From an optimization exercise on the open Yosys and OpenROAD flow, aimed at small area, a short achievable clock period and few clock cycles; shortcuts taken in it are not production practice. RTL that was checked went through simulation tests only; none was proved equivalent to the original. No activity file was given, so power comes from the tool's default toggle rates.

==> flow/design.v <==
module SME(clk,reset,chardata,isstring,ispattern,valid,match,match_index);
input clk;
input reset;
input [7:0] chardata;
input isstring;
input ispattern;
output match;
output [4:0] match_index;
output valid;
reg [7:0] str [0:31];
reg [31:0] d;
reg dn;                
reg [4:0] len_m1;      
reg [4:0] base;        
reg str_r, pat_r, anch;
reg valid_r, match_r;
reg [4:0] idx_r;
wire first = ~pat_r;
wire is_beg = (chardata == 8'h5E);
wire is_end = (chardata == 8'h24);
integer i;
always @(posedge clk) begin
    if (isstring) begin
        str[0] <= chardata;
        for (i = 1; i < 32; i = i + 1)
            str[i] <= str[i-1];
    end
end
reg [31:0] mask, begok, x;
wire [31:0] sp, d_next;
genvar g;
generate
    for (g = 0; g < 4; g = g + 1) begin : grp
        SME_grp u_grp (.s({str[8*g+7], str[8*g+6], str[8*g+5], str[8*g+4],
                           str[8*g+3], str[8*g+2], str[8*g+1], str[8*g]}),
                       .c(chardata), .x(x[8*g+:8]), .d(d_next[8*g+:8]), .sp(sp[8*g+:8]));
    end
endgenerate
always @(*) begin
    for (i = 0; i < 32; i = i + 1)
        mask[i] = (i <= len_m1);
    for (i = 0; i < 32; i = i + 1) begin
        begok[i] = mask[i] & ((i == 31) ? 1'b1 : (~mask[i+1] | sp[i+1]));
        x[i] = first ? mask[i] : anch ? begok[i] : ((i == 31) ? 1'b0 : d[i+1]);
    end
end
always @(posedge clk) begin
    d <= d_next;
    dn <= is_end & d[0];
    anch <= first & is_beg;
    if (ispattern)
        base <= first ? len_m1 : anch ? base : base - 5'd1;
    if (isstring)
        len_m1 <= str_r ? len_m1 + 5'd1 : 5'd0;
end
always @(posedge clk or posedge reset) begin
    if (reset) begin
        str_r <= 1'b0;
        pat_r <= 1'b0;
        valid_r <= 1'b0;
    end else begin
        str_r <= isstring;
        pat_r <= ispattern;
        valid_r <= pat_r & ~ispattern;
    end
end
wire [3:0] gany;
wire [4:0] cand [0:3];
generate
    for (g = 0; g < 4; g = g + 1) begin : gidx
        wire [1:0] hi0 = base[4:3] - g;
        wire [1:0] hi1 = base[4:3] - g - 1;
        SME_gidx u_gidx (.d(d[8*g+:8]), .lo(base[2:0]), .hi0(hi0), .hi1(hi1),
                         .any(gany[g]), .cand(cand[g]));
    end
endgenerate
always @(posedge clk) begin
    match_r <= (|gany) | dn;
    idx_r <= gany[3] ? cand[3] : gany[2] ? cand[2] : gany[1] ? cand[1] : gany[0] ? cand[0] : base + 5'd1;
end
assign valid = valid_r;
assign match = match_r;
assign match_index = idx_r;
endmodule
module SME_grp(s, c, x, d, sp);
input [63:0] s;
input [7:0] c;
input [7:0] x;
output [7:0] d;
output [7:0] sp;
wire is_any = (c == 8'h2E);
wire is_end = (c == 8'h24);
genvar j;
generate
    for (j = 0; j < 8; j = j + 1) begin : st
        assign sp[j] = (s[8*j+:8] == 8'h20);
        assign d[j] = x[j] & (is_end ? sp[j] : (is_any | (s[8*j+:8] == c)));
    end
endgenerate
endmodule
module SME_gidx(d, lo, hi0, hi1, any, cand);
input [7:0] d;
input [2:0] lo;
input [1:0] hi0;
input [1:0] hi1;
output any;
output [4:0] cand;
wire [2:0] l;
assign l[2] = |d[7:4];
assign l[1] = (|d[7:6]) | (~|d[7:4] & |d[3:2]);
assign l[0] = d[7] | (~d[6] & d[5]) | (~|d[6:4] & d[3]) | (~|d[6:2] & d[1]);
wire [3:0] diff = {1'b0, lo} - {1'b0, l};
assign any = |d;
assign cand = {diff[3] ? hi1 : hi0, diff[2:0]};
endmodule
==> flow/config.mk <==
export PLATFORM = sky130hd
export DESIGN_NAME = SME
export DESIGN_NICKNAME = SME
export VERILOG_FILES = /design/flow/design.v
export SDC_FILE = /design/flow/constraint.sdc
export NUM_CORES = 4
export LEC_CHECK = 0
export CAP_MARGIN = 20
export CORE_MARGIN = 2
export CORE_UTILIZATION = 70
export CTS_CLUSTER_DIAMETER = 100
export CTS_CLUSTER_SIZE = 24
export SETUP_SLACK_MARGIN = 4.3
export SLEW_MARGIN = 20
==> flow/constraint.sdc <==
create_clock -name core_clock -period 6.5 [get_ports {clk}]
set_input_delay 1.3000 -clock core_clock [delete_from_list [all_inputs] [get_ports {clk}]]
set_output_delay 1.3000 -clock core_clock [all_outputs]
set_load 0.01 [all_outputs]
run.sh (not shown) runs the stock make flow with config.mk's settings and CLKGATE_MAP_FILE= SYNTH_SCRIPT=/design/flow/synth_recipe.tcl, a recipe that flattens the netlist after the stock synthesis.
The starting point finished clean.
Testbench counts at the start, summed over its fixed seeds: cycles 24,912.
Edit:
Settings changed: SETUP_SLACK_MARGIN 4.3 to 4.2, SYNTH_HIERARCHICAL set to 1.
Effect: Sequential share of layout area went up by 2.1 points. Sequential power is about the same. Final area went down by 3.9%. Die area went up by 6.3%. Count of clock-buffer cells in the layout does not change. Routed wire length went down by 17%. Via count went down by 4.0%.
Edit:
Settings changed: SETUP_SLACK_MARGIN 4.2 to 4.3.
=>
- design area came out higher by 1.5%
- non-clock buffer count increases by 10
- first-iteration DRC count rises by 2.6%
- setup slack is better by 0.027 ns
- count of clock-buffer cells in the layout does not change
- wire length increases by 3.0%
- critical path depth fell by 7
- total power rose by 0.75%
- synthesized area does not change
- sequential cell count does not change
Edit:
Settings changed: SETUP_SLACK_MARGIN 4.3 to 4.4.
- routed wire length rises by about 11%
- worst setup slack degrades by 0.0085 ns
- maximum frequency shrinks by 0.37%
- die area is unchanged
- final area rose by about 3.6%
- sequential share of layout area is lower by 1.8 points
- total power rises by about 1.5%
- cell count increases by 1.9%
- register-to-register slack hardly moves
- area after synthesis stays the same

========
// SME: RTL as listed in full above, without the edits since
export LEC_CHECK = 0
export CAP_MARGIN = 20
export CORE_MARGIN = 2
export CORE_UTILIZATION = 70
export CTS_CLUSTER_DIAMETER = 100
export CTS_CLUSTER_SIZE = 24
export SETUP_SLACK_MARGIN = 4.3
export SLEW_MARGIN = 20
export SYNTH_HIERARCHICAL = 1
export TNS_END_PERCENT = 10
create_clock -name core_clock -period 6.5 [get_ports {clk}]
Testbench counts at the start, summed over its fixed seeds: cycles 24,912.
Next try:
--- a/flow/config.mk
+++ b/flow/config.mk
@@ -9,5 +9,3 @@
 export CORE_MARGIN = 2
-export CORE_UTILIZATION = 70
-export CTS_CLUSTER_DIAMETER = 100
-export CTS_CLUSTER_SIZE = 24
+export CORE_UTILIZATION = 60
 export SETUP_SLACK_MARGIN = 4.3
@@ -15,2 +13 @@
 export SYNTH_HIERARCHICAL = 1
-export TNS_END_PERCENT = 10
What happened: Cell area rises by 5.7%. Power rises by 22%. Wire length grows by 5.9%.
Next try:
--- a/flow/config.mk
+++ b/flow/config.mk
@@ -8,4 +8,8 @@
 export CAP_MARGIN = 20
+export CELL_PAD_IN_SITES_DETAIL_PLACEMENT = 0
+export CELL_PAD_IN_SITES_GLOBAL_PLACEMENT = 0
 export CORE_MARGIN = 2
-export CORE_UTILIZATION = 60
+export CORE_UTILIZATION = 70
+export CTS_CLUSTER_DIAMETER = 100
+export CTS_CLUSTER_SIZE = 24
 export SETUP_SLACK_MARGIN = 4.3
Effect: The changed run passed the timing, design-rule and antenna checks; cell count falls by 5.5%; global-route usage came out higher by 3.3 points; wire length shrinks by 4.0%; non-clock buffer count decreases by 4; sequential cell count stays the same; via count came out lower by 0.95%; final area came out lower by 4.8%; clock-buffer cell count falls by 19.
Next try:
--- a/flow/config.mk
+++ b/flow/config.mk
@@ -8,6 +8,4 @@
 export CAP_MARGIN = 20
-export CELL_PAD_IN_SITES_DETAIL_PLACEMENT = 0
-export CELL_PAD_IN_SITES_GLOBAL_PLACEMENT = 0
 export CORE_MARGIN = 2
-export CORE_UTILIZATION = 70
+export CORE_UTILIZATION = 80
 export CTS_CLUSTER_DIAMETER = 100
Effect:
- fmax drops by 1.3%
- critical path depth is higher by 9
- sequential power hardly moves
- via count rose by 7.1%
- first-iteration DRC count rose by 61%
- worst hold slack improved by 0.017 ns
- utilization rises by 10 points
- final area is about the same
- combinational power came out higher by about 3%
- die area shrinks by 12%
- worst setup slack loses 0.029 ns
Next try:
--- a/flow/config.mk
+++ b/flow/config.mk
@@ -7,5 +7,5 @@
 export LEC_CHECK = 0
-export CAP_MARGIN = 20
+export CAP_MARGIN = 5
 export CORE_MARGIN = 2
-export CORE_UTILIZATION = 80
+export CORE_UTILIZATION = 70
 export CTS_CLUSTER_DIAMETER = 100
@@ -13,3 +13,3 @@
 export SETUP_SLACK_MARGIN = 4.3
-export SLEW_MARGIN = 20
+export SLEW_MARGIN = 5
 export SYNTH_HIERARCHICAL = 1
Outcome:
- The changed run completed without violations
- final cell count is higher by 0.58%
- setup slack gets better by 0.029 ns
- core utilization is lower by 10 points
- global-route usage is lower by 6.3 points
- die area is higher by 14%
- clock skew hardly moves
- clock power hardly moves
Next try:
==> flow/config.mk (replaced) <==
export PLATFORM = sky130hd
export DESIGN_NAME = SME
export DESIGN_NICKNAME = SME
export VERILOG_FILES = /design/flow/design.v
export SDC_FILE = /design/flow/constraint.sdc
export NUM_CORES = 4
export LEC_CHECK = 0
export CAP_MARGIN = 20
export CORE_MARGIN = 2
export CORE_UTILIZATION = 60
export CTS_CLUSTER_DIAMETER = 120
export CTS_CLUSTER_SIZE = 30
export SETUP_SLACK_MARGIN = 4.3
export SLEW_MARGIN = 20
export SYNTH_HIERARCHICAL = 1
=> Wire length barely changes. Total power drops by 0.98%. Maximum frequency drops by 0.98%. Final cell count climbs by 3.6%. Setup slack is worse by 0.023 ns. Clock power drops by about 5%. Final area climbs by 0.46%. Hold slack is better by 0.012 ns. Die area climbs by 16%.

========
## job 5846
RTL: the design.v shown in full above, as it stands there.
make LEC_CHECK=0 CAP_MARGIN=20 CORE_MARGIN=2 CORE_UTILIZATION=70 CTS_CLUSTER_DIAMETER=100 CTS_CLUSTER_SIZE=30 SETUP_SLACK_MARGIN=4.3 SLEW_MARGIN=20 SYNTH_HIERARCHICAL=1 finish   # period 6.5 ns
Testbench counts of job 5846, summed over its fixed seeds: cycles 24,912.
The following lists how job 4753 was set up differently from job 5846:
- CORE_UTILIZATION now 65, was 70
- CTS_CLUSTER_SIZE now 24, was 30
==> run notes <==
- Looking at routed metal-1 wire length, job 4753 sits about 3.7% above job 5846.
- Job 4753 gives less data-path buffer share of cell area in the final layout than job 5846 did.
- Against job 5846, job 4753 reports a core utilization that is lower.
- Against job 5846, job 4753 comes in 0.021 mV lower on worst voltage drop across the vdd grid.
- Of job 5846 and job 4753, the run reporting the higher die area was job 4753.
- Hold slack delta (job 4753 -> job 5846): insignificant
- Diff job 5846..job 4753 | layout overhead on the synthesized area | negligible
Here is what was changed in the inputs of job 4306 compared with job 4753.
- a change of CORE_UTILIZATION from 65 to 70
- an added PLACE_DENSITY of 0.8
Notes after the runs:
Final weighted congestion of routability-driven global placement (job 4306 / job 4753): 1.07. Job 4306 against job 4753: final setup slack of the worst path held; number of buffers inserted to repair setup after CTS went up 1; achievable clock frequency held. Changes observed in job 4306 relative to job 4753: layout-stage area growth over the synthesis result decreased 0.22 points; first-pass GRT wire length increased 1.1%.
#### Input delta (job 4477 over job 4306)
- CTS_CLUSTER_SIZE: 24 -> unset
- SETUP_SLACK_MARGIN: 4.3 -> 4.6
- PLACE_DENSITY: 0.8 -> unset
- CORE_UTILIZATION: 70 -> 60
- CTS_CLUSTER_DIAMETER: 100 -> unset
==> comparison <==
- The flow did not stop early for job 4477: all stages ran, and the layout cleared the timing, design-rule and antenna checks.
- Length in cells of the worst reg-to-reg path ended up 5 higher on job 4477 than on job 4306.
- Diff job 4306..job 4477 | number of pins exceeding their max-slew limit in the final report | unchanged
- Diff job 4306 -> job 4477: number of cells in the design after placement increased 52; post-layout utilization of the core went down; area growth from synthesis to layout grew by 13 points; number of combinational gates with multiple inputs neither gained nor lost much; placeable core region went up by about 18%.
- Relative to job 4306, final design instance area without fill has increased by 12% in job 4477.

========
Another version of the RTL of SME (not shown whole).
Size in the first run: roughly 1,200 cells after synthesis, ~310 flip-flops, about 15,000 um2 of cells after synthesis.
==> flow/design.v (excerpt) <==
module SME(clk,reset,chardata,isstring,ispattern,valid,match,match_index);
clock: 6.5 ns
lec_check: 0
cap_margin: 20
core_margin: 2
core_utilization: 60
setup_slack_margin: 4.0
slew_margin: 20
synth_hierarchical: 1
The starting point completed without violations.
Next try:
CTS_BUF_LIST = sky130_fd_sc_hd__clkbuf_8   (was default)
CTS_CLUSTER_SIZE = 24   (was default)
SETUP_SLACK_MARGIN = 4.2   (was 4.0)
Worst hold slack is worse by 5.2 ps.
Cell area drops by 0.45%.
Synthesized cell count stays the same.
Power decreases by 3.3%.
Clock-buffer cell count grows by 8.
Maximum frequency is lower by 2.4%.
Routed wire length went down by 1.3%.
Non-clock buffer count climbs by 2.
Cell count rises by 2.0%.
Area after synthesis does not change.
Global-route usage rises by 0.59 points.
No run of this note included a check of the RTL's function; only the layout flow was run.

========
SME, a different RTL version from the one above (not shown whole).
For scale: ~1400 cells after synthesis, roughly 0.014 mm^2 of cells after synthesis.
// SME
module SME(clk,reset,chardata,isstring,ispattern,valid,match,match_index);
clock: 6.5 ns
lec_check: 0
cap_margin: 20
core_margin: 2
core_utilization: 60
setup_slack_margin: 4.0
slew_margin: 20
==> next run, changes <==
Settings changed: CORE_UTILIZATION 60 to 40, SETUP_SLACK_MARGIN 4.0 to not set.
The new run produced a clean layout.
Utilization fell by 27 points.
Cell count rose by about 5%.
Synthesized area stays the same.
No functional check of the RTL was part of any run of this note.

========
SME, a different RTL version from the one above (not shown whole).
Size in the first run: ~1100 cells after synthesis, ~310 flip-flops.
clock: 6.5 ns
lec_check: 0
abc_clock_period_in_ps: 2500
cap_margin: 20
core_margin: 2
core_utilization: 60
setup_slack_margin: 4.0
slew_margin: 20
synth_hierarchical: 1
Then changed:
Settings changed: ABC_CLOCK_PERIOD_IN_PS 2500 to unset, SETUP_SLACK_MARGIN 4.0 to 3.5.
After rerunning:
- die area is unchanged
- routed wire length rises by a few percent
- worst setup slack is worse by 0.094 ns
- cell area went down slightly
- register-to-register slack gets worse by 0.09 ns
- worst hold slack hardly moves
- count of clock-buffer cells in the layout rises by 5
Then changed:
Settings changed: SETUP_SLACK_MARGIN 3.5 to 4.0.
What happened:
- global-route usage went down by 1.3 points
- die area does not change
- utilization went up by 0.74 points
- cell area went up by 1.1%
- total power went down by 2.3%
- wire length went down by 2.8%
- critical path depth stays the same
Function was not checked in any run of this note: the RTL went through the layout flow alone.

========
## the reference run
Another version of the RTL of SME (not shown whole).
Size: about 990 cells after synthesis, about 310 flip-flops, ~19 I/O pins.
clock: 6.5 ns
lec_check: 0
cap_margin: 20
core_margin: 2
core_utilization: 60
setup_slack_margin: 3.5
slew_margin: 20
synth_hierarchical: 1
The following lists how the trial run was set up differently from the reference run:
Settings: swapping 3.5 for 4.0 in SETUP_SLACK_MARGIN.
### Flow results
Looking at met1 global-route usage, the trial run sits below the reference run.
Diff the trial run..the reference run | post-synthesis mux area share | unchanged
Post-CTS repair timing setup buffer count is higher on the trial run
A launching instance or port of the critical path of chardata[6] is what the reference run shows, while chardata[4] belongs to the trial run.
The trial run drops more vias than the reference run.
Relative to the reference run, the post-detailed-route via-to-cell ratio measured on the trial run has decreased slightly.
No functional check of the RTL was part of any run of this note.

========
Setup of north:
SME, a different RTL version from the one above (not shown whole).
Size in the first run: about 1400 cells after synthesis, roughly 350 flip-flops, about 14000 µm² of cells after synthesis.
make LEC_CHECK=0 CAP_MARGIN=20 CORE_MARGIN=2 CORE_UTILIZATION=40 SLEW_MARGIN=20 finish   # period 6.5 ns
### north -> south
Settings: an added SETUP_SLACK_MARGIN of 4.0; a change of CORE_UTILIZATION from 40 to 60.
Notes after the runs:
From north to south the numbers moved as follows: measured slew at the worst slew-check pin now smaller, number of signal-net buffers in the layout now larger, proportion of total power due to net switching now larger, fmax now larger.
Compared with north, south shows a total instance count after detailed placement that is about 8% lower.
Side by side, post-layout worst setup margin turned out higher in south than in north.
The share of cell area taken by multi-input logic gates on north is in line with that on south.
Diff north -> south: part of the power in the clock network decreased 3.4 points; total power increased about 1.9%.
Input changes introduced in east (baseline for comparison: south):
Settings: ABC_AREA: unset -> 1.
Findings:
- Relative to south, number of logic inverters in the finished layout increased by 121 in east.
- east vs. south: setup slack went down 0.26 ns; die area moved down.
- Clock-cell share of area delta (east -> south): insignificant
- Shortest period the worst path allows: lower on south
- Between east and south, it is east whose arrival time reported for the critical path endpoint is higher, by 0.22 ns.
- Met2 routing resource usage after global routing (east over south): increase, 9.8 points
- Wire length reported by the detailed router was lower in the run labelled south.
- When east is measured against south, its synthesized cell count turns out about 4.3% higher.
- east vs south: power up in east
No functional check of the RTL was part of any run of this note.

-- re-timing with driven ports --
No port has a modelled driver above. Below, the same layouts with a new extraction and two added sets of constraints.
Step 1 (the two cells are an assumption about what drives the block):
set clk [get_ports {clk}]
set_driving_cell -lib_cell sky130_fd_sc_hd__clkbuf_16 $clk
set_driving_cell -lib_cell sky130_fd_sc_hd__buf_2 [delete_from_list [all_inputs] $clk]
Step 2, shift: input delay + t, output delay - t, t = (earliest + latest rising clock arrival at the registers) / 2. This alone moves slack from input paths to output paths.
Three values: ideal ports, drivers, drivers and shift; two values: the first two.
run	t (ns)	setup slack, ns	pins driven straight from the clock port
the first run of note 1	0.566	4.003 / 3.996 / 3.430	1
the second run of note 1	0.551	4.166 / 4.151 / 3.701	1
the third run of note 1	0.562	4.193 / 4.139 / 3.756	1
the fourth run of note 1	0.562	4.184 / 4.132 / 3.799	1
the first run of note 2	0.565	4.173 / 4.123 / 3.691	1
the second run of note 2	0.559	4.206 / 4.158 / 3.744	1
the third run of note 2	0.562	4.193 / 4.139 / 3.756	1
the fourth run of note 2	0.553	4.164 / 4.163 / 3.721	1
the fifth run of note 2	0.562	4.193 / 4.139 / 3.756	1
the sixth run of note 2	0.555	4.170 / 4.136 / 3.737	1
job 5846	0.562	4.169 / 4.122 / 3.757	1
job 4753	0.559	4.197 / 4.148 / 3.820	1
job 4306	0.553	4.200 / 4.151 / 3.786	1
job 4477	0.564	4.175 / 4.148 / 3.831	1
the first run of note 4	0.558	3.711 / 3.711 / 3.187	1
the second run of note 4	0.607	3.642 / 3.642 / 3.306	1
the first run of note 5	0.565	2.587 / 2.587 / 2.091	1
the second run of note 5	0.559	1.780 / 1.780 / 1.675	1
the first run of note 6	0.597	3.640 / 3.660 / 3.063	1
the second run of note 6	0.554	3.546 / 3.549 / 2.994	1
the third run of note 6	0.597	3.640 / 3.660 / 3.063	1
the reference run	0.556	3.314 / 3.307 / 2.750	1
the trial run	0.555	3.342 / 3.327 / 2.772	1
north	0.572	2.347 / 2.347 / 1.955	1
south	0.571	3.066 / 3.066 / 2.961	1
east	0.581	2.805 / 2.805 / 2.578	1
After both steps every run listed still meets setup and hold.
